Source: an optimization exercise on an open RTL-to-GDS flow (aim: small area). Production flows keep margins and buffers that such runs may drop. Function was checked by simulation only, so behaviour that the tests miss may differ from the original. No driver is modelled on the clock port, so clocking that relies on it looks cheaper here than on a real chip. No activity file was given, so power comes from the tool's default toggle rates.

yarrow:
Design proj01, start of the top module:
module proj01(
    input wire clk,
    input wire reset,
    input wire [15:0] floor_request,
    input wire [15:0] elevator1_buttons_up,
    input wire [15:0] elevator1_buttons_down,
    input wire [15:0] elevator2_buttons_up,
    input wire [15:0] elevator2_buttons_down,
    output wire [2:0] elevator1_position, 
    output wire [2:0] elevator2_position,
    output wire [2:0] elevator1_display,
    output wire [2:0] elevator2_display
);
For scale: about 94 I/O pins, ~0.0051 mm2 of cells after synthesis.
export LEC_CHECK = 0
export CAP_MARGIN = 20
export CORE_MARGIN = 2
export CORE_UTILIZATION = 40
export CTS_BUF_LIST = sky130_fd_sc_hd__clkbuf_4
export PLACE_DENSITY = 0.6
export SLEW_MARGIN = 20
create_clock -name core_clock -period 10.0 [get_ports {clk}]
standard.sh (not shown) runs the stock make flow with config.mk's settings and CLKGATE_MAP_FILE= SYNTH_SCRIPT=/design/flow/synth_recipe.tcl, a recipe that flattens the netlist after the stock synthesis.
==> flow/flow/run.sh <==
#!/bin/bash
# The standard ORFS layout with changes that only affect cell area:
#  - synthesis maps with an area-oriented ABC script (flow/abc_area.script)
#    in place of the delay-oriented one; registers are untouched, so their
#    names and cell types are the standard synthesis's;
#  - ports are buffered with buf_1 instead of the default larger buffer;
#  - the constant outputs share one tie cell;
set -euo pipefail
W=$(pwd)
rm -rf "$W/scripts"
cp -r "$FLOW_HOME/scripts" "$W/scripts"
cp "$W/flow/abc_area.script" "$W/scripts/abc_speed.script"
C="$W/scripts/cts.tcl"
grep -q '^repair_clock_inverters' "$C"
grep -q '  -repair_clock_nets\]' "$C"
grep -q '^log_cmd clock_tree_synthesis {\*}\$cts_args' "$C"
sed -i 's/^repair_clock_inverters/# repair_clock_inverters/' "$C"
sed -i 's/  -repair_clock_nets\]/  -repair_clock_nets -dont_use_dummy_load -no_insertion_delay]/' "$C"
sed -i "s|^log_cmd clock_tree_synthesis {\*}\$cts_args|&\nsource $W/flow/clock_slew.tcl|" "$C"
bash "$W/standard.sh" "SCRIPTS_DIR=$W/scripts" \
    "BUFFER_PORTS_ARGS=-buffer_cell sky130_fd_sc_hd__buf_1" SKIP_REPAIR_TIE_FANOUT=1 finish > "$W/flow.log" 2>&1
test -s "$W/out/final.def"
==> flow/flow/clock_slew.tcl <==
# After clock tree synthesis: upsize the clock tree's buffers and inverters
# (only cells that drive clock nets) until the estimated slew at every load
# of each is below the limit, one size step at a time.
proc my_clock_drivers {} {
  set drivers {}
  set todo [all_registers -clock_pins -edge_triggered]
  set seen {}
  while {[llength $todo]} {
    set next {}
    foreach pin $todo {
      set net [get_nets -quiet -of_objects $pin]
      if {$net eq "" || [dict exists $seen [get_full_name $net]]} continue
      dict set seen [get_full_name $net] 1
      foreach d [get_pins -quiet -of_objects $net -filter "direction==output"] {
        set c [get_cells -of_objects $d]
        set m [get_property $c ref_name]
        if {[string match sky130_fd_sc_hd__clkbuf_* $m] || [string match sky130_fd_sc_hd__clkinv_* $m] || [string match sky130_fd_sc_hd__inv_* $m]} {
          lappend drivers $c
          lappend next {*}[get_pins -of_objects $c -filter "direction==input"]
        }
      }
    }
    set todo $next
  }
  return $drivers
}

proc my_fix_clock_slew {limit_ps} {
  set up [dict create \
    sky130_fd_sc_hd__clkbuf_1 sky130_fd_sc_hd__clkbuf_2 \
    sky130_fd_sc_hd__clkbuf_2 sky130_fd_sc_hd__clkbuf_4 \
    sky130_fd_sc_hd__clkbuf_4 sky130_fd_sc_hd__clkbuf_8 \
    sky130_fd_sc_hd__clkbuf_8 sky130_fd_sc_hd__clkbuf_16 \
    sky130_fd_sc_hd__clkinv_1 sky130_fd_sc_hd__clkinv_2 \
    sky130_fd_sc_hd__clkinv_2 sky130_fd_sc_hd__clkinv_4 \
    sky130_fd_sc_hd__clkinv_4 sky130_fd_sc_hd__clkinv_8 \
    sky130_fd_sc_hd__inv_1 sky130_fd_sc_hd__clkinv_2 \
    sky130_fd_sc_hd__inv_2 sky130_fd_sc_hd__clkinv_4]
  for {set it 0} {$it < 6} {incr it} {
    estimate_parasitics -placement
    set changed 0
    foreach c [my_clock_drivers] {
      set m [get_property $c ref_name]
      set o [get_pins -of_objects $c -filter "direction==output"]
      set worst 0
      foreach p [get_pins -of_objects [get_nets -of_objects $o] -filter "direction==input"] {
        foreach e {rise fall} {
          foreach an {min max} {
            set s [expr {[sta::time_ui_sta [get_property $p slew_${an}_$e]] * 1e12}]
            if {$s > $worst} { set worst $s }
          }
        }
      }
      if {$worst > $limit_ps && [dict exists $up $m]} {
        puts "clock slew: [get_full_name $c] $m -> [dict get $up $m] ($worst ps)"
        replace_cell $c [dict get $up $m]
        set changed 1
      }
    }
    if {!$changed} break
  }
}

# Then try each clock driver one size smaller, keeping the change only while
# every register clock pin stays below the limit.
proc my_worst_clock_pin_slew {} {
  set worst 0
  foreach p [all_registers -clock_pins -edge_triggered] {
    foreach e {rise fall} {
      foreach an {min max} {
        set s [expr {[sta::time_ui_sta [get_property $p slew_${an}_$e]] * 1e12}]
        if {$s > $worst} { set worst $s }
      }
    }
  }
  return $worst
}

proc my_shrink_clock {limit_ps} {
  set down [dict create \
    sky130_fd_sc_hd__clkbuf_16 sky130_fd_sc_hd__clkbuf_8 \
    sky130_fd_sc_hd__clkbuf_8 sky130_fd_sc_hd__clkbuf_4 \
    sky130_fd_sc_hd__clkbuf_4 sky130_fd_sc_hd__clkbuf_2 \
    sky130_fd_sc_hd__clkinv_16 sky130_fd_sc_hd__clkinv_8 \
    sky130_fd_sc_hd__clkinv_8 sky130_fd_sc_hd__clkinv_4 \
    sky130_fd_sc_hd__clkinv_4 sky130_fd_sc_hd__clkinv_2]
  foreach c [my_clock_drivers] {
    while {1} {
      set m [get_property $c ref_name]
      if {![dict exists $down $m]} break
      replace_cell $c [dict get $down $m]
      estimate_parasitics -placement
      if {[my_worst_clock_pin_slew] > $limit_ps} {
        replace_cell $c $m
        estimate_parasitics -placement
        break
      }
      puts "clock slew: [get_full_name $c] $m -> [dict get $down $m]"
    }
  }
}

my_fix_clock_slew 105
my_shrink_clock 105
Other scripts of this flow, unchanged in this note and not shown: flow/flow/abc_area.script
For quartz, these inputs were changed with respect to yarrow:
- PLACE_DENSITY: 0.6 -> 0.75
- CORE_UTILIZATION: 40 -> 60
diff --git a/flow/flow/run.sh b/flow/flow/run.sh
--- a/flow/flow/run.sh
+++ b/flow/flow/run.sh
@@ -6,4 +6,5 @@
 #  - ports are buffered with buf_1 instead of the default larger buffer;
 #  - the constant outputs share one tie cell;
+#  - design and timing repair may not use the large buffers (buf_6 and up);
 set -euo pipefail
 W=$(pwd)
@@ -18,4 +19,10 @@
 sed -i 's/  -repair_clock_nets\]/  -repair_clock_nets -dont_use_dummy_load -no_insertion_delay]/' "$C"
 sed -i "s|^log_cmd clock_tree_synthesis {\*}\$cts_args|&\nsource $W/flow/clock_slew.tcl|" "$C"
+# timing and design repair may not pick the large buffers (FLOW_NO_BUFS)
+for f in floorplan global_place resize cts global_route; do
+  grep -q 'set_dont_use $::env(DONT_USE_CELLS)' "$W/scripts/$f.tcl"
+  sed -i 's/set_dont_use $::env(DONT_USE_CELLS)/set_dont_use "$::env(DONT_USE_CELLS) $::env(FLOW_NO_BUFS)"/' "$W/scripts/$f.tcl"
+done
+export FLOW_NO_BUFS="sky130_fd_sc_hd__buf_6 sky130_fd_sc_hd__buf_8 sky130_fd_sc_hd__buf_12 sky130_fd_sc_hd__buf_16 sky130_fd_sc_hd__bufbuf_8 sky130_fd_sc_hd__bufbuf_16"
 bash "$W/standard.sh" "SCRIPTS_DIR=$W/scripts" \
     "BUFFER_PORTS_ARGS=-buffer_cell sky130_fd_sc_hd__buf_1" SKIP_REPAIR_TIE_FANOUT=1 finish > "$W/flow.log" 2>&1
diff --git a/flow/flow/clock_slew.tcl b/flow/flow/clock_slew.tcl
--- a/flow/flow/clock_slew.tcl
+++ b/flow/flow/clock_slew.tcl
@@ -101,4 +101,4 @@
 }
 
-my_fix_clock_slew 105
-my_shrink_clock 105
+my_fix_clock_slew 115
+my_shrink_clock 115
## What came out
- Total of clock buffers placed in the layout: quartz vs yarrow identical
- Between yarrow and quartz, number of placement rows decreased.
- Wire length of the first global-routing pass went down by a few percent going from yarrow to quartz.
- Against yarrow, quartz reports a overall power after layout that is lower.
- Full die area: quartz < yarrow
- Going from yarrow to quartz, clock power shrank by more than 10%.
- In the metrics for quartz and yarrow, the one carrying the lower power density over the cells is yarrow.
- From yarrow to quartz the numbers moved as follows: layout overhead on the synthesized area -3.4 points; combinational share of power now sits higher; minimum hold slack increased 0.023 ns.
diff inputs: quartz => delta
- PLACE_DENSITY now 0.6, was 0.75
- CORE_UTILIZATION now 40, was 60
==> flow/flow/run.sh <==
#!/bin/bash
# The standard ORFS layout with changes that only affect cell area:
#  - synthesis maps with an area-oriented ABC script (flow/abc_area.script)
#    in place of the delay-oriented one; registers are untouched, so their
#    names and cell types are the standard synthesis's;
#  - ports are buffered with buf_1 instead of the default larger buffer;
set -euo pipefail
W=$(pwd)
rm -rf "$W/scripts"
cp -r "$FLOW_HOME/scripts" "$W/scripts"
cp "$W/flow/abc_area.script" "$W/scripts/abc_speed.script"
C="$W/scripts/cts.tcl"
grep -q '^repair_clock_inverters' "$C"
grep -q '  -repair_clock_nets\]' "$C"
grep -q '^log_cmd clock_tree_synthesis {\*}\$cts_args' "$C"
sed -i 's/^repair_clock_inverters/# repair_clock_inverters/' "$C"
sed -i 's/  -repair_clock_nets\]/  -repair_clock_nets -dont_use_dummy_load -no_insertion_delay]/' "$C"
sed -i "s|^log_cmd clock_tree_synthesis {\*}\$cts_args|&\nsource $W/flow/clock_slew.tcl|" "$C"
bash "$W/standard.sh" "SCRIPTS_DIR=$W/scripts" \
    "BUFFER_PORTS_ARGS=-buffer_cell sky130_fd_sc_hd__buf_1" finish > "$W/flow.log" 2>&1
test -s "$W/out/final.def"
diff --git a/flow/flow/clock_slew.tcl b/flow/flow/clock_slew.tcl
--- a/flow/flow/clock_slew.tcl
+++ b/flow/flow/clock_slew.tcl
@@ -61,44 +61,3 @@
   }
 }
-
-# Then try each clock driver one size smaller, keeping the change only while
-# every register clock pin stays below the limit.
-proc my_worst_clock_pin_slew {} {
-  set worst 0
-  foreach p [all_registers -clock_pins -edge_triggered] {
-    foreach e {rise fall} {
-      foreach an {min max} {
-        set s [expr {[sta::time_ui_sta [get_property $p slew_${an}_$e]] * 1e12}]
-        if {$s > $worst} { set worst $s }
-      }
-    }
-  }
-  return $worst
-}
-
-proc my_shrink_clock {limit_ps} {
-  set down [dict create \
-    sky130_fd_sc_hd__clkbuf_16 sky130_fd_sc_hd__clkbuf_8 \
-    sky130_fd_sc_hd__clkbuf_8 sky130_fd_sc_hd__clkbuf_4 \
-    sky130_fd_sc_hd__clkbuf_4 sky130_fd_sc_hd__clkbuf_2 \
-    sky130_fd_sc_hd__clkinv_16 sky130_fd_sc_hd__clkinv_8 \
-    sky130_fd_sc_hd__clkinv_8 sky130_fd_sc_hd__clkinv_4 \
-    sky130_fd_sc_hd__clkinv_4 sky130_fd_sc_hd__clkinv_2]
-  foreach c [my_clock_drivers] {
-    while {1} {
-      set m [get_property $c ref_name]
-      if {![dict exists $down $m]} break
-      replace_cell $c [dict get $down $m]
-      estimate_parasitics -placement
-      if {[my_worst_clock_pin_slew] > $limit_ps} {
-        replace_cell $c $m
-        estimate_parasitics -placement
-        break
-      }
-      puts "clock slew: [get_full_name $c] $m -> [dict get $down $m]"
-    }
-  }
-}
-
-my_fix_clock_slew 115
-my_shrink_clock 115
+my_fix_clock_slew 105
==> comparison <==
Changes observed in delta relative to quartz: detail-routed net length per standard cell fell about 3%, worst slack after detailed placement essentially unchanged, portion of total power attributed to combinational logic shows a reduction of 0.9 points. Against quartz, summed area of non-filler cells in the final layout in delta came out worse. delta gives less total power divided by cell area than quartz did. Total power was lower in the run labelled quartz. Delta (delta minus quartz): normalized max-slew margin picked up an extra 4.0 points, via count of the first global-routing pass decreased 88.
